Background: an optimization exercise with open tools, aiming at small area and a short achievable clock period. Do not read the settings as production practice. At most, simulation tests tie the RTL to the original design; equivalence was not proved. For run 2, only the layout was checked, not whether the RTL still works. The clock cells of run 6 come from the design's own scripts or RTL, not from TritonCTS. The clock port is modelled as an ideal driver, which makes a skipped or thinned clock tree look cheaper than it is; a real chip needs a root buffer or a tree.

==> design.v <==
`timescale 1 ns / 1 ps
module sort (
  input  wire clk,
  input  wire [15:0] in1, in2, in3, in4, in5,
  output reg  [15:0] out1, out2, out3, out4, out5
  );
  reg [15:0] dat1, dat2, dat3, dat4, dat5;
  always @(posedge clk)
  begin
      dat1 <= in1;
      dat2 <= in2;
      dat3 <= in3;
      dat4 <= in4;
      dat5 <= in5;
  end
    integer i, j;
    reg [15:0] temp;
    reg [15:0] array [1:5];
    always @*
    begin
  array[1] = dat1;
  array[2] = dat2;
  array[3] = dat3;
  array[4] = dat4;
  array[5] = dat5;
      for (i = 1; i <= 5; i = i + 1) begin
    if (i%2 != 0) begin
      for (j = 0 ; j < 2; j = j + 1) begin
        if (array[2*j+1] > array[2*j + 2])
              begin
                temp = array[2*j + 1];
                array[2*j + 1] = array[2*j + 2];
                array[2*j + 2] = temp;
      end end
    end
    else if (i%2 ==0) begin
      for (j = 1 ; j <= 2; j = j + 1) begin
        if (array[2*j] > array[2*j + 1])
              begin
                temp = array[2*j];
                array[2*j] = array[2*j + 1];
                array[2*j + 1] = temp;
      end end
    end
      end end
    always @(posedge clk)
    begin
      out1 <= array[1];
      out2 <= array[2];
      out3 <= array[3];
      out4 <= array[4];
      out5 <= array[5];
  end
  endmodule
==> run.sh <==
#!/bin/bash
# synth_recipe.tcl (not shown) runs the flow's synth.tcl, then flattens the netlist and writes it again
# the make line also repeats each setting of config.mk as NAME=value (left out here)
make -C /OpenROAD-flow-scripts/flow DESIGN_CONFIG=/design/flow/config.mk WORK_HOME=/design/flow/orfs CLKGATE_MAP_FILE= SYNTH_SCRIPT=/design/flow/synth_recipe.tcl finish
==> config.mk <==
export PLATFORM = sky130hd
export DESIGN_NAME = sort
export DESIGN_NICKNAME = sort
export VERILOG_FILES = /design/flow/design.v
export SDC_FILE = /design/flow/constraint.sdc
export NUM_CORES = 4
export LEC_CHECK = 0
export CAP_MARGIN = 20
export CORE_MARGIN = 2
export CORE_UTILIZATION = 40
export SLEW_MARGIN = 20
==> constraint.sdc <==
create_clock -name core_clock -period 12.0 [get_ports {clk}]
set_input_delay 2.4000 -clock core_clock [delete_from_list [all_inputs] [get_ports {clk}]]
set_output_delay 2.4000 -clock core_clock [all_outputs]
set_load 0.01 [all_outputs]
==> flow_metrics.env, run 1 <==
export IMPL_ys_ff_latch=160
export IMPL_synth_edff_count=0
export IMPL_clock_latency_ps=440
export IMPL_path_class="reg -> reg"
export IMPL_grt_pass1_wl_um=49200
export IMPL_io_pin_count=161
export IMPL_drive_above_1_share_pct=12.9
export IMPL_syn_area_um2=10900
export IMPL_async_flop_share_pct=0
export IMPL_htreeDepth=4
export IMPL_area_growth_pct=29.3
export IMPL_yosysTopAreaCell="dfxtp_1"
export IMPL_grt_max_degree=57
export IMPL_crit_path_start_kind="register"
export IMPL_ys_warn_count=2
export IMPL_synthTopCellsByArea="dfxtp_1, ha_1, mux2i_1"
export IMPL_antenna_cells=0
export IMPL_path_clk_slew_ps=70
export IMPL_finish_utilization_pct=52.4
export IMPL_synth_cells=1270
export IMPL_grt_usage_pct=22.3
export IMPL_slowest_stage="nor4_2"
export IMPL_whs_ps=650
export IMPL_worst_pin_slew_ps=853
export IMPL_skew_ps=11.8
export IMPL_drtPass1Iterations=8
export IMPL_vias=9664
export IMPL_coreArea_um2=26900
export IMPL_fin_cells=1803
export IMPL_min_from="dat5[10]"
export IMPL_reg2regPathDepth=62
export IMPL_end_kind="register"
export IMPL_nNetsFinal=1684
export IMPL_post_drt_wl_per_cell_um=18.0
export IMPL_synth_nets=1504
export IMPL_dp_cells=1758
export IMPL_hold_viol=0
export IMPL_dpl_hpwl_um=25900
export IMPL_final_cell_mix="dfxtp_1, clkdlybuf4s50_1, ha_1"
export IMPL_hold_buffers=0
export IMPL_min_path_cells=2
export IMPL_hp_class="reg -> reg"
export IMPL_start_util_pct=40.6
export IMPL_nFillCells=2571
export IMPL_clock_root_buffer="clkbuf_16"
export IMPL_cp_arrival_ps=11740
export IMPL_setup_viol=0
export IMPL_holdPathEnd="out5[10]"
export IMPL_synth_flop_cell="dfxtp_1"
export IMPL_cts_sinks=160
export IMPL_r2r_setup_slack_ps=560
export IMPL_max_stage_delay_ps=410
export IMPL_antenna_found_initial=0
export IMPL_relSlewSlack_pct=42.6
export IMPL_tns_ps=0
export IMPL_max_freq_ghz=0.0874
export IMPL_place_congestion=0.939
export IMPL_portBuffers=160
export IMPL_status="finished clean"
export IMPL_clock_path_buffers=2
export IMPL_drcViolationCount=0
export IMPL_synth_cell_types=62
export IMPL_post_route_min_period_ps=11440
export IMPL_die_h_um=169
export IMPL_cap_violations=0
export IMPL_drt_iter0_drc=723
export IMPL_ant_nets=0
export IMPL_min_period_over_period_pct=95.3
export IMPL_avgSynthCellArea_um2=8.59
export IMPL_routed_via_density=5.36
export IMPL_die_x_um=169
export IMPL_r2r_end="out1[13]"
export IMPL_cts_made_buffers=17
export IMPL_path_max_fanout=49
export IMPL_r2r_start="dat4[13]"
export IMPL_timing_final_max_slew_violations=0
export IMPL_required_ps=12300
export IMPL_drt_total_wl_um=32500
export IMPL_ys_seq_area_share_pct=29.4
export IMPL_grt_pass1_vias=9220
export IMPL_cts_tree="yes"
export IMPL_die_area_um2=28600
export IMPL_yosysTopAreaCellShare_pct=29.4
export IMPL_fp_row_count=60
export IMPL_grt_overflow_total=0
## worst max-delay path, delay by kind of cell, from the launching register on
family | cells | cell delay [ps]
buffers and inverters | 9 | 1360
multiplexers | 3 | 980
AO/OA/AOI/OAI | 26 | 4560
AND/OR/NAND/NOR | 19 | 2570
flip-flops | 1 | 340
adder cells (fa/ha/maj) | 5 | 1460
## what timing repair did
item / in CTS / in global routing
buffers inserted: 3 / 8
setup endpoints to repair: 64 / 64
endpoints found under the hold margin: 0 / 0
gates resized for setup: 2 / 66
pin swaps: 1 / 6
gates cloned: 1 / 2
## worst max path at each step
stage	cells after the start	to	slack [ps]	from
floorplan	68	out1[13]	210	dat4[15]
global placement	58	out1[9]	-230	dat4[13]
detailed placement	58	out1[15]	-350	dat4[13]
CTS	59	out1[6]	40	dat2[15]
global route	62	out1[9]	-120	dat2[15]
finish	62	out1[13]	560	dat4[13]
## synth_stat cells (4+ instances only)
master and instances:
nand3_1 12, nand4_1 24, nor2b_1 16, a211oi_1 5, ha_1 153, nand2b_1 11
mux2_2 40, nor3_1 17, buf_2 4, and2_1 4, a21oi_1 109, o21a_1 7
nand2_1 113, a21o_1 41, buf_1 5, mux2i_1 116, mux2i_2 13, o21ai_1 15
nor4_1 4, nor2_1 94, dfxtp_1 160, clkbuf_1 34, inv_1 119, o21ai_0 92
## per-stage QoR
| stage | setup WS, ps | instance area [um^2] |
|---|---|---|
| CTS | 35.2 | 13700 |
| detailed placement | -354 | 13100 |
| global route | -121 | 14100 |
| global placement | -226 | 13100 |
| finish | 559 | 14100 |
| floorplan | 212 | 10900 |
## cells by family (layout without fill, tap and decap cells)
family,count (synthesis),in the layout,share of synthesized area [%]
adder cells (fa/ha/maj),154,154,17.6
AND/OR/NAND/NOR,310,310,13.1
buffers and inverters,168,359,6.32
flip-flops,160,160,29.4
AO/OA/AOI/OAI,305,306,16.7
multiplexers,170,170,16.6
XOR/XNOR,3,3,0.241
## cell type report
class	instances	area [um^2]	share of cell area, %
Clock inverter	13	175	1.24
Timing Repair Buffer	209	2100	14.9
Clock buffer	18	439	3.12
Sequential cell	160	3200	22.7
Inverter	119	447	3.17
Multi-Input combinational cell	943	7300	51.8
Tap cell	341	427	3.03
## state kept, by name, indices dropped and copies added, names as in the netlist
signal and cells:
dat1 16, dat2 16, dat3 16, dat4 16
dat5 16, out1 16, out2 16, out3 16
out4 16, out5 16
## routing by layer
layer	up-vias	GRT usage [%]	part of all wire, %
li1	4855	-	-
met2	276	38.7	47
met1	4482	29.0	46
met5	-	0	0
met3	51	3.23	4.4
met4	0	6.13	2.2
==> run 2: changes to the inputs <==
==> design.v (replaced) <==
`timescale 1 ns / 1 ps
module sort (
  input  wire clk,
  input  wire [15:0] in1, in2, in3, in4, in5,
  output reg  [15:0] out1, out2, out3, out4, out5
  );
  reg [15:0] dat1, dat2, dat3, dat4, dat5;
  always @(posedge clk) begin
    dat1 <= in1;
    dat2 <= in2;
    dat3 <= in3;
    dat4 <= in4;
    dat5 <= in5;
  end
  function gt16;
    input [15:0] a, b;
    reg [15:0] g, p;
    integer s, i;
    begin
      g = a & ~b;
      p = a | ~b;
      for (s = 1; s < 16; s = s * 2)
        for (i = 0; i < 16; i = i + 2 * s) begin
          g[i + 2*s - 1] = g[i + 2*s - 1] | (p[i + 2*s - 1] & g[i + s - 1]);
          p[i + 2*s - 1] = g[i + 2*s - 1] | (p[i + 2*s - 1] & p[i + s - 1]);
        end
      gt16 = g[15];
    end
  endfunction
  wire g12 = gt16(dat1, dat2);
  wire g13 = gt16(dat1, dat3);
  wire g14 = gt16(dat1, dat4);
  wire g15 = gt16(dat1, dat5);
  wire g23 = gt16(dat2, dat3);
  wire g24 = gt16(dat2, dat4);
  wire g25 = gt16(dat2, dat5);
  wire g34 = gt16(dat3, dat4);
  wire g35 = gt16(dat3, dat5);
  wire g45 = gt16(dat4, dat5);
  wire [3:0] b1 = {g15, g14, g13, g12};         
  wire [3:0] b2 = {g25, g24, g23, ~g12};
  wire [3:0] b3 = {g35, g34, ~g23, ~g13};
  wire [3:0] b4 = {g45, ~g34, ~g24, ~g14};
  wire [3:0] b5 = {~g45, ~g35, ~g25, ~g15};
  function [4:0] onehot_rank;
    input [3:0] b;
    reg [2:0] n;
    begin
      n = b[0] + b[1] + b[2] + b[3];
      onehot_rank = 5'b1 << n;
    end
  endfunction
  wire [4:0] r1 = onehot_rank(b1);
  wire [4:0] r2 = onehot_rank(b2);
  wire [4:0] r3 = onehot_rank(b3);
  wire [4:0] r4 = onehot_rank(b4);
  wire [4:0] r5 = onehot_rank(b5);
  function [15:0] pick;
    input k1, k2, k3, k4, k5;
    input [15:0] a1, a2, a3, a4, a5;
    begin
      pick = ({16{k1}} & a1) | ({16{k2}} & a2) | ({16{k3}} & a3)
           | ({16{k4}} & a4) | ({16{k5}} & a5);
    end
  endfunction
  always @(posedge clk) begin
    out1 <= pick(r1[0], r2[0], r3[0], r4[0], r5[0], dat1, dat2, dat3, dat4, dat5);
    out2 <= pick(r1[1], r2[1], r3[1], r4[1], r5[1], dat1, dat2, dat3, dat4, dat5);
    out3 <= pick(r1[2], r2[2], r3[2], r4[2], r5[2], dat1, dat2, dat3, dat4, dat5);
    out4 <= pick(r1[3], r2[3], r3[3], r4[3], r5[3], dat1, dat2, dat3, dat4, dat5);
    out5 <= pick(r1[4], r2[4], r3[4], r4[4], r5[4], dat1, dat2, dat3, dat4, dat5);
  end
endmodule
--- a/config.mk
+++ b/config.mk
@@ -5,6 +5,7 @@
 export SDC_FILE = /design/flow/constraint.sdc
 export NUM_CORES = 4
 export LEC_CHECK = 0
+export ABC_AREA = 1
 export CAP_MARGIN = 20
 export CORE_MARGIN = 2
 export CORE_UTILIZATION = 40
==> run 2 against run 1 <==
Against the previous run: sequential share of layout area is 6.1 points higher; still clean; via count up 5.0%; maximum frequency increased by 100%; critical path type unchanged; highest routed layer unchanged.
==> flow_metrics.env, run 2 <==
export IMPL_status="finished clean"
export IMPL_use_met2_pct=48.7
export IMPL_grt_pass1_wl_um=56500
export IMPL_setup_ws_ps=6350
export IMPL_cts_made_buffers=17
export IMPL_synth_edff_count=0
export IMPL_timing_final_max_slew_violations=0
export IMPL_drtPass1Iterations=6
export IMPL_synth_cell_types=46
export IMPL_yosysTopAreaCell="dfxtp_1"
export IMPL_place_congestion=0.952
export IMPL_fp_row_count=54
export IMPL_avgSynthCellArea_um2=7.14
export IMPL_use_met3_pct=6.54
export IMPL_r2r_end="out3[15]"
export IMPL_yosysTopAreaCellShare_pct=36.2
export IMPL_hold_buffers=0
export IMPL_syn_area_um2=8850
export IMPL_grt_pass1_vias=9667
export IMPL_synth_cells=1239
export IMPL_antenna_cells=0
export IMPL_min_path_cells=2
export IMPL_rsz0062_at_grt="no"
export IMPL_postCtsSetupRepairBufs=0
export IMPL_reg2regPathDepth=15
export IMPL_cts_sinks=160
export IMPL_crit_path_start_kind="register"
export IMPL_ys_ff_latch=160
export IMPL_final_common_cell="nand2_1"
export IMPL_worst_pin_slew_ps=1250
export IMPL_yosysMostFrequentCell="nand2_1"
export IMPL_hp_class="reg -> reg"
export IMPL_drt_iter0_drc=1285
export IMPL_min_from="dat1[0]"
export IMPL_fin_cells=1642
export IMPL_setup_viol=0
export IMPL_dp_slack_ps=6690
export IMPL_relSlewSlack_pct=16.4
export IMPL_coreArea_um2=21800
export IMPL_clock_root_buffer="clkbuf_16"
export IMPL_start_util_pct=40.7
export IMPL_die_x_um=153
export IMPL_dpl_hpwl_um=24900
export IMPL_io_pin_count=161
export IMPL_finish_utilization_pct=51.2
export IMPL_synth_flop_cell="dfxtp_1"
export IMPL_cp_arrival_ps=6010
export IMPL_cap_violations=0
export IMPL_post_drt_wl_per_cell_um=22.6
export IMPL_die_area_um2=23300
export IMPL_path_clk_slew_ps=70
export IMPL_end_kind="register"
export IMPL_drive_above_1_share_pct=6.31
export IMPL_r2r_start="dat1[15]"
export IMPL_nNetsFinal=1445
export IMPL_min_period_over_period_pct=47.1
export IMPL_clock_path_buffers=2
export IMPL_drcViolationCount=0
export IMPL_vias=10151
export IMPL_clock_latency_ps=440
export IMPL_use_met1_pct=41.7
export IMPL_portBuffers=160
export IMPL_skew_ps=9.22
export IMPL_htreeDepth=4
export IMPL_die_h_um=153
export IMPL_path_class="reg -> reg"
export IMPL_grt_usage_pct=31.3
export IMPL_tns_ps=0
export IMPL_antenna_found_initial=0
export IMPL_cts_resized=0
export IMPL_synth_commonest_cells="nand2_1, dfxtp_1, inv_1, a21oi_1, nor2_1"
export IMPL_top_usage_layer="met2"
export IMPL_required_ps=12350
export IMPL_area_growth_pct=25.7
export IMPL_max_freq_ghz=0.177
export IMPL_grt_max_degree=33
export IMPL_cts_tree="yes"
export IMPL_post_route_min_period_ps=5650
export IMPL_synthTopCellsByArea="dfxtp_1, nand2_1, o22ai_1"
export IMPL_ys_seq_area_share_pct=36.2
export IMPL_holdPathEnd="out4[0]"
export IMPL_routed_via_density=6.18
export IMPL_grt_overflow_total=0
export IMPL_hold_viol=0
export IMPL_ant_nets=0
export IMPL_whs_ps=569
export IMPL_async_flop_share_pct=0
export IMPL_ys_warn_count=1
export IMPL_path_max_fanout=17
export IMPL_r2r_setup_slack_ps=6350
export IMPL_dp_cells=1610
export IMPL_synth_nets=1335
export IMPL_drt_total_wl_um=37100
export IMPL_final_cell_mix="nand2_1, dfxtp_1, clkdlybuf4s50_1"
run 2: cell type report:
type	count	area [um^2]
fillers	2160	10600
clock inverters	11	179
flip-flops and latches	160	3200
multi-input cells	875	4800
repair buffers	167	1650
well taps	280	350
clock buffers	21	460
inverters	128	483
run 2: kinds of logic (layout without fill, tap and decap cells):
kind of cell / after synthesis / count (layout) / share of synthesized area [%]
DFF: 160 / 160 / 36.2
buffers and inverters: 204 / 327 / 9.99
adders and majority gates: 15 / 15 / 2.54
and+or+nand+nor: 457 / 457 / 23.4
AOI/OAI and AO/OA: 403 / 403 / 27.9
run 2: routing by layer:
metal  wire length [um]  share of wire (%)  vias up
met2              16300                 44      725
met1              15100                 41     4627
met5                  0                  0        -
met4               1870                5.0        0
met3               3880                 10      141
li1                   -                  -     4658
run 2: worst max-delay path by stage:
stage	start	end	slack [ps]	cells past startpoint
detailed placement	dat1[15]	out3[15]	6690	15
finish	dat1[15]	out3[15]	6350	15
CTS	dat1[15]	out3[15]	6680	15
floorplan	dat1[15]	out3[6]	8450	16
global route	dat2[9]	out3[4]	6180	18
global placement	dat1[15]	out3[15]	6770	15
run 2: critical path: stages (launching register included):
cell      delay, ps
dfxtp_1         490
inv_4           110
nand2_1          90
o21ai_0         130
o311ai_0        650
o21ai_0         180
o21ai_0         390
fa_1            530
ha_1            220
ha_1            310
inv_1            70
nor2_2          820
nand2_1         920
o22ai_1         460
a21oi_1          70
o211ai_1        110
run 2: through the flow:
step                cell area [um^2]
floorplan                       8850
global placement               10500
detailed placement             10500
CTS                            11100
global route                   11100
finish                         11100
==> run 3: changes to the inputs <==
--- a/design.v
+++ b/design.v
@@ -44,10 +44,12 @@
   wire [3:0] b5 = {~g45, ~g35, ~g25, ~g15};
   function [4:0] onehot_rank;
     input [3:0] b;
-    reg [2:0] n;
     begin
-      n = b[0] + b[1] + b[2] + b[3];
-      onehot_rank = 5'b1 << n;
+      onehot_rank[0] = ~(b[0] | b[1] | b[2] | b[3]);
+      onehot_rank[4] = b[0] & b[1] & b[2] & b[3];
+      onehot_rank[1] = (b[0] ^ b[1] ^ b[2] ^ b[3]) & ~((b[0] & b[1]) | (b[2] & b[3]) | ((b[0] | b[1]) & (b[2] | b[3]))) ;
+      onehot_rank[3] = (b[0] ^ b[1] ^ b[2] ^ b[3]) & ~((~b[0] & ~b[1]) | (~b[2] & ~b[3]) | ((~b[0] | ~b[1]) & (~b[2] | ~b[3])));
+      onehot_rank[2] = ~(b[0] ^ b[1] ^ b[2] ^ b[3]) & ~onehot_rank[0] & ~onehot_rank[4];
     end
   endfunction
   wire [4:0] r1 = onehot_rank(b1);
==> flow/run.sh (new file) <==
#!/bin/bash
# Own layout flow: the standard ORFS flow (standard.sh), with
#  - the smallest buffer on each input and output port instead of the one
#    buffer_ports picks by itself (a delay buffer),
#  - timing repair aimed below the 12 ns clock (SETUP_SLACK_MARGIN), so the
#    layout's achieved period shrinks,
#  - the extra settings below.
# The full output of the run goes to flow_standard.log; ORFS keeps each step's
# log under orfs/logs/.
set -euo pipefail
EXTRA=()
while read -r line; do
  [[ -z "$line" || "$line" == \#* ]] && continue
  EXTRA+=("$line")
done < flow/extra.vars
bash standard.sh "${EXTRA[@]}" finish > flow_standard.log 2>&1
==> flow/extra.vars (new file) <==
# one make variable per line
BUFFER_PORTS_ARGS=-buffer_cell sky130_fd_sc_hd__buf_1
SETUP_SLACK_MARGIN=8.5
==> standard.sh (new file) <==
#!/bin/bash
# synth_recipe.tcl (not shown) runs the flow's synth.tcl, then flattens the netlist and writes it again
# the make line also repeats each setting of config.mk as NAME=value (left out here)
make -C /OpenROAD-flow-scripts/flow DESIGN_CONFIG=/design/flow/config.mk WORK_HOME=/design/flow/orfs CLKGATE_MAP_FILE= SYNTH_SCRIPT=/design/flow/synth_recipe.tcl "${@:-finish}"
--- a/config.mk
+++ b/config.mk
@@ -5,7 +5,6 @@
 export SDC_FILE = /design/flow/constraint.sdc
 export NUM_CORES = 4
 export LEC_CHECK = 0
-export ABC_AREA = 1
 export CAP_MARGIN = 20
 export CORE_MARGIN = 2
 export CORE_UTILIZATION = 40
removed: run.sh
==> run 3 against run 2 <==
Against the previous run: routed wire length up 9.8%; cell area up 9.2%; critical path depth down 1; synthesized cell count down 13%; count of clock-buffer cells in the layout unchanged; maximum frequency up 63%; critical path type unchanged.
==> flow_metrics.env, run 3 <==
export IMPL_status="finished clean"
export IMPL_min_from="dat1[0]"
export IMPL_timing_final_max_slew_violations=0
export IMPL_hold_viol=0
export IMPL_clock_path_buffers=2
export IMPL_skew_ps=7.93
export IMPL_drive_above_1_share_pct=25.6
export IMPL_die_h_um=157
export IMPL_grt_max_degree=21
export IMPL_ys_seq_area_share_pct=34.3
export IMPL_io_pin_count=161
export IMPL_cts_made_buffers=17
export IMPL_relSlewSlack_pct=22.0
export IMPL_cts_tree="yes"
export IMPL_setup_ws_ps=8530
export IMPL_nNetsFinal=1335
export IMPL_synth_edff_count=0
export IMPL_max_freq_ghz=0.288
export IMPL_grt_pass1_wl_um=58000
export IMPL_start_util_pct=41.0
export IMPL_clock_latency_ps=440
export IMPL_synth_cells=1077
export IMPL_synth_cell_types=83
export IMPL_setup_viol=0
export IMPL_place_congestion=0.982
export IMPL_drt_met1_wl_um=15800
export IMPL_fp_row_count=55
export IMPL_yosysTopAreaCell="dfxtp_1"
export IMPL_drcViolationCount=0
export IMPL_final_cell_mix="buf_1, dfxtp_1, buf_4"
export IMPL_cp_arrival_ps=3800
export IMPL_async_flop_share_pct=0
export IMPL_required_ps=12330
export IMPL_yosysTopAreaCellShare_pct=34.3
export IMPL_post_route_min_period_ps=3470
export IMPL_crit_path_start_kind="register"
export IMPL_synthTopCellsByArea="dfxtp_1, a221o_1, maj3_1"
export IMPL_ys_warn_count=1
export IMPL_vias=10380
export IMPL_routed_top_layer="met4"
export IMPL_path_clk_slew_ps=70
export IMPL_coreArea_um2=22800
export IMPL_synth_commonest_cells="dfxtp_1, a221o_1, inv_1, nand2_1, o21ai_0"
export IMPL_drt_total_wl_um=40800
export IMPL_r2r_start="dat1[7]"
export IMPL_wl_met3_um=5310
export IMPL_cts_sinks=160
export IMPL_ant_nets=0
export IMPL_dr_wl_met2_um=17500
export IMPL_avgSynthCellArea_um2=8.67
export IMPL_dpl_hpwl_um=25500
export IMPL_hp_class="reg -> reg"
export IMPL_cap_violations=0
export IMPL_path_max_fanout=12
export IMPL_area_growth_pct=30.1
export IMPL_final_common_cell="buf_1"
export IMPL_synth_nets=1165
export IMPL_post_drt_wl_per_cell_um=25.9
export IMPL_grt_overflow_total=0
export IMPL_drt_iter0_drc=1786
export IMPL_clock_root_buffer="clkbuf_16"
export IMPL_rsz0062_at_grt="yes"
export IMPL_drtPass1Iterations=10
export IMPL_syn_area_um2=9340
export IMPL_end_kind="register"
export IMPL_grt_pass1_vias=9435
export IMPL_whs_ps=539
export IMPL_dp_slack_ps=7240
export IMPL_path_class="reg -> reg"
export IMPL_htreeDepth=4
export IMPL_yosysMostFrequentCell="dfxtp_1"
export IMPL_portBuffers=160
export IMPL_antenna_found_initial=0
export IMPL_critPathLaunch="dat1[7]"
export IMPL_routed_via_density=6.59
export IMPL_finish_utilization_pct=53.4
export IMPL_worst_pin_slew_ps=1170
export IMPL_grt_usage_pct=31.5
export IMPL_min_period_over_period_pct=28.9
export IMPL_ys_ff_latch=160
export IMPL_tns_ps=0
export IMPL_die_x_um=157
export IMPL_die_area_um2=24600
export IMPL_nFillCells=2079
export IMPL_synth_flop_cell="dfxtp_1"
run 3: cell count changes in the layout (fill, tap and decap cells not counted), sizes merged, moves of 64 or more:
cell           change
buf              +254
clkdlybuf4s50    -160
nand2            -145
a221o             +82
a21oi             -65
o22ai             -64
run 3: per-stage QoR:
step                      std cells  area [um^2]
after CTS                      1527        11400
after floorplan                1077         9350
after detailed placement       1445         9890
after global placement         1445         9890
final                          1574        12200
after global routing           1573        12200
run 3: logic make-up (layout without fill, tap and decap cells):
group                    Yosys count  after routing  share of synthesized area (%)
flip-flops                       160            160                           34.3
other                              0              1                              0
AO/OA/AOI/OAI                    395            396                           33.8
AND/OR/NAND/NOR                  259            259                           14.4
adder cells (fa/ha/maj)           62             62                           6.92
multiplexers                       5              5                          0.710
XOR/XNOR                           6              6                          0.764
buffers and inverters            190            372                           9.13
run 3: timing repair:
item	in CTS	in global routing
gates resized for setup	128	111
hold buffers	0	0
pin swaps	18	46
setup buffers	49	45
endpoints found under the setup margin	80	80
cloned	1	1
run 3: final timing paths:
check	end	slack, ps	cells after the start
hold / removal	out2[0]	540	1
setup / recovery	out4[5]	8530	14
hold reg to reg	out2[0]	540	1
setup reg to reg	out4[5]	8530	14
run 3: critical path, stage by stage (launching register included):
cell,delay (ps)
dfxtp_4,470
clkinvlp_4,230
maj3_1,390
a211o_1,290
a31oi_4,270
nor2_4,70
buf_4,140
buf_4,130
ha_4,180
buf_4,140
nand4b_1,130
a31oi_4,120
buf_12,170
a221o_1,340
a221o_1,260
run 3: metal layers:
| metal | vias to the layer above | track usage [%] |
|---|---|---|
| met5 | - | 0 |
| met4 | 0 | 14.5 |
| met3 | 170 | 8.56 |
| met2 | 820 | 46.5 |
| met1 | 4915 | 42.5 |
| li1 | 4475 | - |
run 3: cell type report:
cell class	instances	area, um^2	share of cell area, %
Tap cell	313	392	3.22
Clock buffer	21	460	3.79
Sequential cell	160	3370	27.7
Multi-Input combinational cell	728	5910	48.6
Antenna cell	1	2.50	0.0206
Inverter	78	330	2.72
Clock inverter	11	155	1.28
Timing Repair Buffer	262	1540	12.6
==> run 4: changes to the inputs <==
--- a/design.v
+++ b/design.v
@@ -44,12 +44,18 @@
   wire [3:0] b5 = {~g45, ~g35, ~g25, ~g15};
   function [4:0] onehot_rank;
     input [3:0] b;
+    reg [3:0] n;
     begin
-      onehot_rank[0] = ~(b[0] | b[1] | b[2] | b[3]);
+      n = ~b;
+      onehot_rank[0] = n[0] & n[1] & n[2] & n[3];
+      onehot_rank[1] = (b[0] & n[1] & n[2] & n[3]) | (n[0] & b[1] & n[2] & n[3])
+                     | (n[0] & n[1] & b[2] & n[3]) | (n[0] & n[1] & n[2] & b[3]);
+      onehot_rank[2] = (b[0] & b[1] & n[2] & n[3]) | (b[0] & n[1] & b[2] & n[3])
+                     | (b[0] & n[1] & n[2] & b[3]) | (n[0] & b[1] & b[2] & n[3])
+                     | (n[0] & b[1] & n[2] & b[3]) | (n[0] & n[1] & b[2] & b[3]);
+      onehot_rank[3] = (n[0] & b[1] & b[2] & b[3]) | (b[0] & n[1] & b[2] & b[3])
+                     | (b[0] & b[1] & n[2] & b[3]) | (b[0] & b[1] & b[2] & n[3]);
       onehot_rank[4] = b[0] & b[1] & b[2] & b[3];
-      onehot_rank[1] = (b[0] ^ b[1] ^ b[2] ^ b[3]) & ~((b[0] & b[1]) | (b[2] & b[3]) | ((b[0] | b[1]) & (b[2] | b[3]))) ;
-      onehot_rank[3] = (b[0] ^ b[1] ^ b[2] ^ b[3]) & ~((~b[0] & ~b[1]) | (~b[2] & ~b[3]) | ((~b[0] | ~b[1]) & (~b[2] | ~b[3])));
-      onehot_rank[2] = ~(b[0] ^ b[1] ^ b[2] ^ b[3]) & ~onehot_rank[0] & ~onehot_rank[4];
     end
   endfunction
   wire [4:0] r1 = onehot_rank(b1);
==> flow/run.sh (replaced) <==
#!/bin/bash
# Own layout flow: the standard ORFS flow (standard.sh) with these changes.
#  - Synthesis is the standard flow's own synthesis script (synth_recipe.tcl, which sources
#    ORFS's synth.tcl) with one change: ABC maps the logic with flow/map.abc,
#    an area-oriented mapping with a moderate delay target, instead of ORFS's
#    speed script. Registers are mapped before ABC runs, so they are the ones
#    the standard synthesis makes.
#  - The smallest buffer on each input and output port instead of the delay
#    buffer that buffer_ports picks by itself.
#  - Timing repair aimed below the 12 ns clock (SETUP_SLACK_MARGIN), so the
#    layout's achieved period shrinks.
#  - The other make variables in flow/extra.vars.
# The output of the whole run goes to flow_standard.log; ORFS keeps each
# step's full log under orfs/logs/.
set -euo pipefail
WORK=$PWD
FLOWDIR=$WORK/flow

# synthesis script: ORFS's synth.tcl with the ABC script swapped
sed 's|^  log_cmd abc {\*}\$abc_args|  lset abc_args 1 '"$FLOWDIR"'/map.abc\n  log_cmd abc {*}$abc_args|' \
  "$FLOW_HOME/scripts/synth.tcl" > "$WORK/synth_own.tcl"
grep -q "lset abc_args 1" "$WORK/synth_own.tcl"
sed 's|source \$::env(SCRIPTS_DIR)/synth.tcl|source '"$WORK"'/synth_own.tcl|' \
  "$WORK/synth_recipe.tcl" > "$WORK/synth_recipe_own.tcl"
grep -q "synth_own.tcl" "$WORK/synth_recipe_own.tcl"

EXTRA=("SYNTH_SCRIPT=$WORK/synth_recipe_own.tcl")
while read -r line; do
  [[ -z "$line" || "$line" == \#* ]] && continue
  EXTRA+=("$line")
done < "$FLOWDIR/extra.vars"
bash standard.sh "${EXTRA[@]}" finish > flow_standard.log 2>&1
==> flow/extra.vars (replaced) <==
# one make variable per line
BUFFER_PORTS_ARGS=-buffer_cell sky130_fd_sc_hd__buf_1
SETUP_SLACK_MARGIN=8.6
==> flow/map.abc (new file) <==
strash
 dch
 map -D 2000
 topo
 buffer -c -N 5
 upsize -c -D 2000
 dnsize -c -D 2000
 stime -c
==> run 4 against run 3 <==
Against the previous run: sequential cell count stayed put; maximum frequency up 2.9%; global-route usage decreased by 2.1 points; highest routed layer unchanged; critical path type is now reg -> out; still clean on timing, DRC and antenna; via count shrank 8.3%.
==> flow_metrics.env, run 4 <==
export IMPL_status="finished clean"
export IMPL_use_met3_pct=6.29
export IMPL_ys_warn_count=1
export IMPL_slowest_stage="dfxtp_1"
export IMPL_routed_via_density=6.20
export IMPL_reg2regPathDepth=13
export IMPL_r2r_start="dat4[2]"
export IMPL_clock_path_buffers=2
export IMPL_cts_sinks=160
export IMPL_clock_root_buffer="clkbuf_16"
export IMPL_ant_nets=0
export IMPL_syn_area_um2=8790
export IMPL_vias=9523
export IMPL_yosysTopAreaCellShare_pct=36.4
export IMPL_portBuffers=160
export IMPL_rsz0062_at_grt="no"
export IMPL_clock_latency_ps=440
export IMPL_yosysMostFrequentCell="clkbuf_1"
export IMPL_crit_buf_inv=1
export IMPL_grt_overflow_total=0
export IMPL_synth_cell_types=44
export IMPL_skew_ps=16.0
export IMPL_grt_max_degree=17
export IMPL_start_util_pct=40.5
export IMPL_cts_made_buffers=17
export IMPL_grt_pass1_vias=8856
export IMPL_drt_iter0_drc=1479
export IMPL_relSlewSlack_pct=52.6
export IMPL_cp_arrival_ps=970
export IMPL_min_path_cells=2
export IMPL_post_route_min_period_ps=3370
export IMPL_cap_violations=0
export IMPL_ys_ff_latch=160
export IMPL_tns_ps=0
export IMPL_cp_cell_sequence="buf_1"
export IMPL_place_congestion=0.980
export IMPL_grt_usage_pct=29.3
export IMPL_setup_viol=0
export IMPL_area_growth_pct=12.4
export IMPL_required_ps=9600
export IMPL_async_flop_share_pct=0
export IMPL_timing_final_max_slew_violations=0
export IMPL_avgSynthCellArea_um2=6.90
export IMPL_die_x_um=152
export IMPL_nFillCells=2168
export IMPL_cts_tree="yes"
export IMPL_hold_buffers=0
export IMPL_drtPass1Iterations=7
export IMPL_dp_cells=1502
export IMPL_holdPathEnd="out5[0]"
export IMPL_synth_nets=1356
export IMPL_synth_edff_count=0
export IMPL_path_clk_slew_ps=70
export IMPL_min_period_over_period_pct=28.1
export IMPL_fin_cells=1537
export IMPL_ys_seq_area_share_pct=36.4
export IMPL_min_from="dat3[0]"
export IMPL_yosysTopAreaCell="dfxtp_1"
export IMPL_dpl_hpwl_um=23600
export IMPL_nNetsFinal=1327
export IMPL_die_area_um2=23200
export IMPL_top_usage_layer="met2"
export IMPL_antenna_found_initial=0
export IMPL_synth_commonest_cells="clkbuf_1, nand2_1, dfxtp_1, nor2_1, a22oi_1"
export IMPL_use_met1_pct=40.3
export IMPL_hp_class="reg -> reg"
export IMPL_io_pin_count=161
export IMPL_htreeDepth=4
export IMPL_synth_cells=1275
export IMPL_antenna_cells=0
export IMPL_path_class="reg -> out"
export IMPL_hold_viol=0
export IMPL_synth_flop_cell="dfxtp_1"
export IMPL_worst_pin_slew_ps=710
export IMPL_r2r_setup_slack_ps=8720
export IMPL_post_drt_wl_per_cell_um=22.8
export IMPL_coreArea_um2=21700
export IMPL_crit_path_start_kind="register"
export IMPL_drcViolationCount=0
export IMPL_use_met2_pct=44.5
export IMPL_drive_above_1_share_pct=8.91
export IMPL_max_freq_ghz=0.296
export IMPL_synthTopCellsByArea="dfxtp_1, clkbuf_1, nand2_1"
export IMPL_final_cell_mix="nand2_1, buf_1, dfxtp_1"
export IMPL_critPathTopFamily="flip-flops"
export IMPL_fp_row_count=54
export IMPL_r2r_end="out2[13]"
export IMPL_final_common_cell="nand2_1"
export IMPL_grt_pass1_wl_um=53100
export IMPL_die_h_um=152
export IMPL_max_stage_delay_ps=370
export IMPL_path_max_fanout=1
export IMPL_drt_total_wl_um=35100
export IMPL_end_kind="output pin"
==> run 4: through the flow <==
step	setup slack (ps)	utilization, %	area [um^2]	hold slack, ps
6_report	8630	45.6	9890	586
3_3_place_gp	8410	41.5	9010	593
5_1_grt	8590	45.6	9890	605
3_5_place_dp	8430	41.6	9010	581
4_1_cts	8630	45.0	9750	597
2_1_floorplan	9270	-	8790	507
==> run 4: final cells by class <==
class                   count  area [um^2]  share of cell area, %
clock buffers              17          425                   4.30
clock inverters            13          259                   2.62
inverters                 111          424                   4.29
multi-input cells         783         4490                   45.4
flip-flops and latches    160         3210                   32.5
well taps                 280          350                   3.54
repair buffers            173          724                   7.33
==> run 4: kinds of logic after synthesis <==
group / after synthesis / share of synthesized area, %
simple gates: 405 / 18.8
compound gates: 373 / 29.9
buf+inv: 332 / 14.3
flops: 160 / 36.4
xor+xnor: 4 / 0.484
fa+ha+maj: 1 / 0.128
==> run 4: per-layer routing <==
layer,part of all wire (%),vias up
met5,0,-
met3,12,153
met1,41,4332
met4,4.7,0
met2,43,760
li1,-,4278
==> run 4: how the worst max path moves through the flow <==
stage / startpoint / end / slack, ps / depth (start not counted)
detailed placement: dat3[1] / out4[7] / 8430 / 14
finish: out4[11] / out4[11] / 8630 / 1
CTS: out4[11] / out4[11] / 8630 / 1
global route: dat3[5] / out2[9] / 8590 / 16
global placement: dat5[3] / out2[13] / 8410 / 14
floorplan: out1[0] / out1[0] / 9270 / 0
==> run 4: timing repair <==
action,CTS,global route
pin swaps,0,1
setup endpoints to repair,41,80
cloned,0,0
gates resized for setup,9,20
buffers inserted,0,5
==> run 5: changes to the inputs <==
--- a/design.v
+++ b/design.v
@@ -15,16 +15,25 @@
   function gt16;
     input [15:0] a, b;
     reg [15:0] g, p;
-    integer s, i;
+    reg [15:0] gg, pp;
+    integer s, i, k;
     begin
       g = a & ~b;
       p = a | ~b;
-      for (s = 1; s < 16; s = s * 2)
-        for (i = 0; i < 16; i = i + 2 * s) begin
-          g[i + 2*s - 1] = g[i + 2*s - 1] | (p[i + 2*s - 1] & g[i + s - 1]);
-          p[i + 2*s - 1] = g[i + 2*s - 1] | (p[i + 2*s - 1] & p[i + s - 1]);
+      gg = 0; pp = 0;
+      for (k = 0; k < 16; k = k + 8) begin
+        gg[k] = g[k]; pp[k] = p[k];
+        for (i = k + 1; i < k + 8; i = i + 1) begin
+          gg[k] = g[i] | (p[i] & gg[k]);
+          pp[k] = g[i] | (p[i] & pp[k]);
         end
-      gt16 = g[15];
+      end
+      for (s = 8; s < 16; s = s * 2)
+        for (i = 0; i + s < 16; i = i + 2 * s) begin
+          gg[i] = gg[i + s] | (pp[i + s] & gg[i]);
+          pp[i] = gg[i + s] | (pp[i + s] & pp[i]);
+        end
+      gt16 = gg[0];
     end
   endfunction
   wire g12 = gt16(dat1, dat2);
@@ -37,7 +46,7 @@
   wire g34 = gt16(dat3, dat4);
   wire g35 = gt16(dat3, dat5);
   wire g45 = gt16(dat4, dat5);
-  wire [3:0] b1 = {g15, g14, g13, g12};         
+  wire [3:0] b1 = {g15, g14, g13, g12};
   wire [3:0] b2 = {g25, g24, g23, ~g12};
   wire [3:0] b3 = {g35, g34, ~g23, ~g13};
   wire [3:0] b4 = {g45, ~g34, ~g24, ~g14};
--- a/flow/run.sh
+++ b/flow/run.sh
@@ -2,7 +2,7 @@
 # Own layout flow: the standard ORFS flow (standard.sh) with these changes.
 #  - Synthesis is the standard flow's own synthesis script (synth_recipe.tcl, which sources
 #    ORFS's synth.tcl) with one change: ABC maps the logic with flow/map.abc,
-#    an area-oriented mapping with a moderate delay target, instead of ORFS's
+#    an area-oriented mapping with a moderate delay target (two rounds), instead of ORFS's
 #    speed script. Registers are mapped before ABC runs, so they are the ones
 #    the standard synthesis makes.
 #  - The smallest buffer on each input and output port instead of the delay
==> flow/extra.vars (replaced) <==
# one make variable per line
BUFFER_PORTS_ARGS=-buffer_cell sky130_fd_sc_hd__buf_1
SETUP_SLACK_MARGIN=8.6
CTS_BUF_LIST=sky130_fd_sc_hd__clkbuf_8
==> flow/map.abc (replaced) <==
strash
dch
map -D 2000
strash
dch
map -D 2000
topo
upsize -c -D 2000
dnsize -c -D 2000
stime -c
==> run 5 against run 4 <==
Against the previous run: via count shrank 4.9%; setup slack better by 0.59 ps; routed wire length is 4.9% lower; maximum frequency about the same; synthesized cell count down 26%; clock skew fell by 3.2 ps; global-route usage is 1.3 points higher; count of clock-buffer cells in the layout is 1 higher; critical path type unchanged; largest cell class unchanged.
==> flow_metrics.env, run 5 <==
export IMPL_status="finished clean"
export IMPL_tns_ps=0
export IMPL_drcViolationCount=0
export IMPL_path_max_fanout=1
export IMPL_grt_pass1_vias=8228
export IMPL_io_pin_count=161
export IMPL_r2r_setup_slack_ps=8640
export IMPL_postLayoutCellArea_um2=9640
export IMPL_cp_cell_sequence="buf_6"
export IMPL_relSlewSlack_pct=54.0
export IMPL_slowest_stage="dfxtp_2"
export IMPL_grt_usage_pct=30.7
export IMPL_drive_above_1_share_pct=17.3
export IMPL_grt_pass1_wl_um=47500
export IMPL_synth_flop_cell="dfxtp_1"
export IMPL_ant_nets=0
export IMPL_synth_nets=1019
export IMPL_area_growth_pct=23.9
export IMPL_drtPass1Iterations=7
export IMPL_start_util_pct=40.4
export IMPL_antenna_found_initial=0
export IMPL_vias=9059
export IMPL_skew_ps=12.8
export IMPL_grt_overflow_total=0
export IMPL_post_drt_wl_per_cell_um=23.5
export IMPL_hold_viol=0
export IMPL_path_clk_slew_ps=100
export IMPL_rsz0062_at_grt="yes"
export IMPL_cp_arrival_ps=970
export IMPL_post_route_min_period_ps=3370
export IMPL_drt_total_wl_um=33400
export IMPL_syn_area_um2=7780
export IMPL_ys_seq_area_share_pct=41.2
export IMPL_cts_sinks=160
export IMPL_drt_iter0_drc=1098
export IMPL_whs_ps=565
export IMPL_hold_buffers=0
export IMPL_coreArea_um2=19300
export IMPL_yosysTopAreaCellShare_pct=41.2
export IMPL_final_common_cell="nand2_1"
export IMPL_path_class="reg -> out"
export IMPL_routed_via_density=6.38
export IMPL_cap_violations=0
export IMPL_min_period_over_period_pct=28.1
export IMPL_synth_cell_types=38
export IMPL_clock_path_buffers=2
export IMPL_critPathTopFamily="flip-flops"
export IMPL_cts_made_buffers=17
export IMPL_dpl_instance_area_um2=8770
export IMPL_ys_ff_latch=160
export IMPL_async_flop_share_pct=0
export IMPL_place_congestion=1.00
export IMPL_clock_root_buffer="clkbuf_8"
export IMPL_yosysMostFrequentCell="dfxtp_1"
export IMPL_synth_edff_count=0
export IMPL_synth_commonest_cells="dfxtp_1, nand2_1, o22ai_1, clkinv_1, nor2_1"
export IMPL_nFillCells=1963
export IMPL_clock_latency_ps=480
export IMPL_hp_class="reg -> reg"
export IMPL_yosysTopAreaCell="dfxtp_1"
export IMPL_final_cell_mix="nand2_1, buf_1, dfxtp_1"
export IMPL_worst_pin_slew_ps=684
export IMPL_fp_row_count=51
export IMPL_avgSynthCellArea_um2=8.29
export IMPL_cts_tree="yes"
export IMPL_grt_max_degree=17
export IMPL_synth_cells=938
export IMPL_required_ps=9600
export IMPL_htreeDepth=4
export IMPL_setup_viol=0
export IMPL_portBuffers=160
export IMPL_die_x_um=143
export IMPL_crit_path_start_kind="register"
export IMPL_crit_buf_inv=1
export IMPL_die_area_um2=20600
export IMPL_dp_cells=1367
export IMPL_die_h_um=143
export IMPL_dpl_hpwl_um=21400
export IMPL_fin_cells=1420
export IMPL_timing_final_max_slew_violations=0
export IMPL_end_kind="output pin"
export IMPL_ys_warn_count=1
export IMPL_antenna_cells=0
export IMPL_nNetsFinal=1223
export IMPL_synthTopCellsByArea="dfxtp_1, o22ai_1, nand2_1"
export IMPL_max_stage_delay_ps=380
export IMPL_max_freq_ghz=0.297
[run 5: metrics by stage]
step	utilization [%]	setup slack, ps
finish	50.0	8630
detailed placement	45.5	8410
global placement	45.2	8140
CTS	48.5	8600
floorplan	-	9270
global route	50.0	8560
[run 5: routing by layer]
layer,part of all wire (%),vias up,global-route usage (%)
met5,0,-,0
met4,7.0,0,19.3
met3,11,190,6.63
met2,43,696,46.3
met1,39,4162,39.8
li1,-,4011,-
[run 5: logic make-up (layout without fill, tap and decap cells)]
logic type	after synthesis	in the layout	synth area share (%)
compound gates	397	399	37.8
simple gates	267	268	14.4
flops	160	160	41.2
buf+inv	109	323	5.26
xor+xnor	5	5	1.34
[run 5: path summary, 6_finish.rpt]
path | cells after the start | end | from
worst max-delay path | 1 | out1[7] | out1[7]
worst min-delay path | 2 | out4[0] | dat2[0]
worst max register to register | 15 | out2[3] | dat2[2]
worst min register to register | 2 | out4[0] | dat2[0]
[run 5: repair_timing]
| action | 4_1_cts | 5_1_grt |
|---|---|---|
| cloned | 0 | 3 |
| resized for setup | 21 | 61 |
| setup endpoints to repair | 59 | 93 |
| pin swaps | 4 | 6 |
| buffers inserted | 8 | 10 |
[run 5: final cells by class]
type | instances | area (um^2) | share of cell area (%)
Clock inverter | 14 | 156 | 1.62
Timing Repair Buffer | 182 | 890 | 9.23
Tap cell | 265 | 332 | 3.44
Sequential cell | 160 | 3240 | 33.6
Inverter | 109 | 424 | 4.40
Multi-Input combinational cell | 672 | 4350 | 45.1
Clock buffer | 18 | 248 | 2.57
==> run 6: changes to the inputs <==
--- a/flow/run.sh
+++ b/flow/run.sh
@@ -7,6 +7,10 @@
 #    the standard synthesis makes.
 #  - The smallest buffer on each input and output port instead of the delay
 #    buffer that buffer_ports picks by itself.
+#  - The clock tree is built by flow/clock_tree.tcl (run as ORFS's
+#    PRE_CTS_TCL hook) in place of TritonCTS: a root clock buffer per quarter
+#    of the flip-flops, driving the input-stage flip-flops directly and the
+#    output-stage ones through one leaf buffer (see that file).
 #  - Timing repair aimed below the 12 ns clock (SETUP_SLACK_MARGIN), so the
 #    layout's achieved period shrinks.
 #  - The other make variables in flow/extra.vars.
@@ -24,7 +28,7 @@
   "$WORK/synth_recipe.tcl" > "$WORK/synth_recipe_own.tcl"
 grep -q "synth_own.tcl" "$WORK/synth_recipe_own.tcl"
 
-EXTRA=("SYNTH_SCRIPT=$WORK/synth_recipe_own.tcl")
+EXTRA=("SYNTH_SCRIPT=$WORK/synth_recipe_own.tcl" "PRE_CTS_TCL=$FLOWDIR/clock_tree.tcl")
 while read -r line; do
   [[ -z "$line" || "$line" == \#* ]] && continue
   EXTRA+=("$line")
==> flow/clock_tree.tcl (new file) <==
# ORFS PRE_CTS_TCL hook: builds the clock tree in place of TritonCTS.
#
# The flip-flops are split by position into four quarters (halves in x, then
# halves in y). Each quarter gets a root clock buffer at its centre, driven by
# the clock port (so the port drives four cell pins). The root drives the
# quarter's input-stage flip-flops (dat*) directly, and one leaf buffer,
# placed at the centre of the quarter's output-stage flip-flops (out*), which
# drives those. The output stage is so clocked one buffer later than the input
# stage: skew that gives the logic between the two register stages more time
# (it takes time from the input paths and gives none to the output paths).
set root_cell sky130_fd_sc_hd__clkbuf_16
set leaf_cell sky130_fd_sc_hd__clkbuf_16
set block [ord::get_db_block]
set clknet [$block findNet clk]

proc split2 { items idx } {
  set s [lsort -integer -index $idx $items]
  set h [expr {[llength $s] / 2}]
  return [list [lrange $s 0 [expr {$h - 1}]] [lrange $s $h end]]
}
proc centre { items } {
  set sx 0; set sy 0
  foreach s $items { incr sx [lindex $s 1]; incr sy [lindex $s 2] }
  return [list [expr {$sx / [llength $items]}] [expr {$sy / [llength $items]}]]
}
proc add_buf { block cell name in_net loc } {
  set buf [odb::dbInst_create $block [[ord::get_db] findMaster $cell] $name]
  set net [odb::dbNet_create $block ${name}_net]
  $net setSigType CLOCK
  [$buf findITerm A] connect $in_net
  [$buf findITerm X] connect $net
  set w [[$buf getMaster] getWidth]
  set h [[$buf getMaster] getHeight]
  $buf setLocation [expr {[lindex $loc 0] - $w / 2}] [expr {[lindex $loc 1] - $h / 2}]
  $buf setPlacementStatus PLACED
  return $net
}
proc hook_sinks { net items } {
  foreach s $items {
    set it [lindex $s 0]
    $it disconnect
    $it connect $net
  }
}

set sinks {}
foreach it [$clknet getITerms] {
  set inst [$it getInst]
  set bb [$inst getBBox]
  lappend sinks [list $it [expr {([$bb xMin] + [$bb xMax]) / 2}] \
    [expr {([$bb yMin] + [$bb yMax]) / 2}] [$inst getName]]
}
puts "clock tree: [llength $sinks] sinks"
set q 0
foreach half [split2 $sinks 1] {
  foreach quarter [split2 $half 2] {
    set root_net [add_buf $block $root_cell clktree_root_$q $clknet [centre $quarter]]
    set ins {}
    set outs {}
    foreach s $quarter {
      if {[string match "out*" [lindex $s 3]]} { lappend outs $s } else { lappend ins $s }
    }
    hook_sinks $root_net $ins
    if {[llength $outs]} {
      hook_sinks [add_buf $block $leaf_cell clktree_out_$q $root_net [centre $outs]] $outs
    }
    puts "clock tree: quarter $q: [llength $ins] input-stage, [llength $outs] output-stage flip-flops"
    incr q
  }
}
$clknet setSigType CLOCK
set_propagated_clock [all_clocks]

# The tree is built: make the flow's clock_tree_synthesis call a no-op.
rename clock_tree_synthesis ""
proc clock_tree_synthesis { args } {
  puts "clock_tree_synthesis skipped: the clock tree was built by flow/clock_tree.tcl"
}
==> flow/extra.vars (replaced) <==
# one make variable per line
BUFFER_PORTS_ARGS=-buffer_cell sky130_fd_sc_hd__buf_1
SETUP_SLACK_MARGIN=8.75
==> run 6 against run 5 <==
Against the previous run: synthesized area did not move; register-to-register slack better by 210 ps; still clean; global-route usage fell by 0.94 points.
==> flow_metrics.env, run 6 <==
export IMPL_crit_buf_inv=1
export IMPL_ant_nets=0
export IMPL_grt_pass1_wl_um=47300
export IMPL_crit_end="out1[7]"
export IMPL_clock_latency_ps=350
export IMPL_yosysTopAreaCell="dfxtp_1"
export IMPL_drt_total_wl_um=32600
export IMPL_dpl_hpwl_um=21400
export IMPL_antenna_cells=0
export IMPL_yosysTopAreaCellShare_pct=41.2
export IMPL_grt_usage_pct=29.7
export IMPL_postLayoutCellArea_um2=9400
export IMPL_post_route_min_period_ps=3250
export IMPL_vias=8818
export IMPL_ys_ff_latch=160
export IMPL_seqCellArea_um2=3240
export IMPL_die_h_um=143
export IMPL_whs_ps=392
export IMPL_slowest_stage="dfxtp_2"
export IMPL_min_period_over_period_pct=27.1
export IMPL_dpl_instance_area_um2=8770
export IMPL_drt_iter0_drc=918
export IMPL_drcViolationCount=0
export IMPL_synth_commonest_cells="dfxtp_1, nand2_1, o22ai_1, clkinv_1, nor2_1"
export IMPL_r2r_end="out3[9]"
export IMPL_relSlewSlack_pct=55.5
export IMPL_grt_max_degree=25
export IMPL_min_path_cells=2
export IMPL_avgSynthCellArea_um2=8.29
export IMPL_start_util_pct=40.4
export IMPL_antenna_found_initial=0
export IMPL_path_class="reg -> out"
export IMPL_end_kind="output pin"
export IMPL_ys_seq_area_share_pct=41.2
export IMPL_place_congestion=1.00
export IMPL_path_clk_slew_ps=100
export IMPL_max_stage_delay_ps=380
export IMPL_hold_viol=0
export IMPL_status="finished clean"
export IMPL_ys_warn_count=1
export IMPL_synth_nets=1019
export IMPL_synthTopCellsByArea="dfxtp_1, o22ai_1, nand2_1"
export IMPL_async_flop_share_pct=0
export IMPL_coreArea_um2=19300
export IMPL_required_ps=9600
export IMPL_post_drt_wl_per_cell_um=23.4
export IMPL_critPathLaunch="out1[7]"
export IMPL_die_area_um2=20600
export IMPL_rsz0062_at_grt="yes"
export IMPL_die_x_um=143
export IMPL_routed_via_density=6.34
export IMPL_path_max_fanout=1
export IMPL_finish_utilization_pct=48.8
export IMPL_synth_edff_count=0
export IMPL_setup_viol=0
export IMPL_final_common_cell="nand2_1"
export IMPL_cp_cell_sequence="buf_6"
export IMPL_synth_cells=938
export IMPL_drive_above_1_share_pct=17.9
export IMPL_critPathTopFamily="flip-flops"
export IMPL_fp_row_count=51
export IMPL_tns_ps=0
export IMPL_hp_class="reg -> reg"
export IMPL_hold_buffers=0
export IMPL_cp_num_cells=1
export IMPL_synth_flop_cell="dfxtp_1"
export IMPL_multi_input_area_um2=4310
export IMPL_syn_area_um2=7780
export IMPL_worst_pin_slew_ps=666
export IMPL_nFillCells=1957
export IMPL_reg2regPathDepth=14
export IMPL_r2r_start="dat3[13]"
export IMPL_max_freq_ghz=0.308
export IMPL_yosysMostFrequentCell="dfxtp_1"
export IMPL_grt_overflow_total=0
export IMPL_grt_pass1_vias=8176
export IMPL_crit_path_start_kind="register"
export IMPL_cap_violations=0
export IMPL_skew_ps=203
export IMPL_cp_arrival_ps=850
export IMPL_min_from="dat5[0]"
export IMPL_area_growth_pct=20.9
export IMPL_synth_cell_types=38
export IMPL_final_cell_mix="nand2_1, dfxtp_1, buf_1"
export IMPL_r2r_setup_slack_ps=8850
export IMPL_portBuffers=160
export IMPL_nNetsFinal=1208
export IMPL_drtPass1Iterations=5
export IMPL_io_pin_count=161
export IMPL_timing_final_max_slew_violations=0
-- run 6: cell counts after synthesis --
No cell type changed its count.
-- run 6: area by class of cell --
class	instances	share of cell area, %
buffer	8	2.13
sequential	160	34.5
timing repair buffer	178	9.57
multi-input combinational	670	45.8
inverter	109	4.51
tap	265	3.53
-- run 6: worst min-delay path by stage --
stage | to
detailed placement | out5[0]
CTS | out5[0]
global placement | out5[0]
floorplan | out5[0]
global route | out5[13]
finish | out5[0]
-- run 6: metal layers --
| layer | track usage, % | routed length, um | up-vias |
|---|---|---|---|
| li1 | - | - | 3969 |
| met1 | 39.7 | 13200 | 4081 |
| met2 | 45.6 | 14100 | 594 |
| met3 | 4.50 | 3010 | 174 |
| met4 | 17.3 | 2330 | 0 |
| met5 | 0 | 0 | - |
-- run 6: kinds of logic after synthesis --
group / share of synthesized area, %
flops: 41.2
compound gates: 37.8
xor+xnor: 1.34
simple gates: 14.4
buf+inv: 5.26
-- run 6: timing repair --
action	CTS	global route
resized for setup	16	94
cloned	0	1
setup buffers	2	12
setup endpoints to repair	52	128
pin swaps	1	5
-- run 6: worst min-delay path, stage by stage (launching register included) --
cell and delay [ps]:
dfxtp_1 380, nand2_1 90, nand2_1 50
-- run 6: stage by stage --
step / worst slack, ps / instances
5_1_grt: 8740 / 1390
3_3_place_gp: 8140 / 1364
6_report: 8750 / 1390
3_5_place_dp: 8410 / 1367
2_1_floorplan: 9270 / 938
4_1_cts: 8720 / 1377

[port drivers added, routing unchanged]
The results above use ideal ports. As a check the final layouts listed here were re-extracted and re-timed, cells and wires unchanged. Step 1, drivers: a clkbuf_16 drives clk and a buf_2 each remaining input, both assumed. Step 2 moves the port delays by t, midway between the first and last clock arrival at a register: inputs arrive t later, outputs are due t later. That takes back most of the time a late clock gives input paths. Three values: ideal ports, drivers, drivers and shift; two values: the first two.
run	t (ns)	setup slack, ns	hold WS [ns]	pins driven straight from the clock port
run 1	0.486	0.559 / 0.559 / 0.559	0.650 / 0.650 / 0.650	1
run 2	0.482	6.346 / 6.346 / 6.346	0.569 / 0.569 / 0.569	1
run 3	0.482	8.528 / 8.528 / 8.528	0.539 / 0.539 / 0.539	1
run 4	0.477	8.627 / 8.586 / 8.724	0.586 / 0.586 / 0.586	1
run 5	0.514	8.628 / 8.586 / 8.639	0.565 / 0.565 / 0.565	1
run 6	0.364	8.752 / 8.642 / 8.855	0.392 / 0.392 / 0.392	4
After both steps every run listed still meets setup and hold.
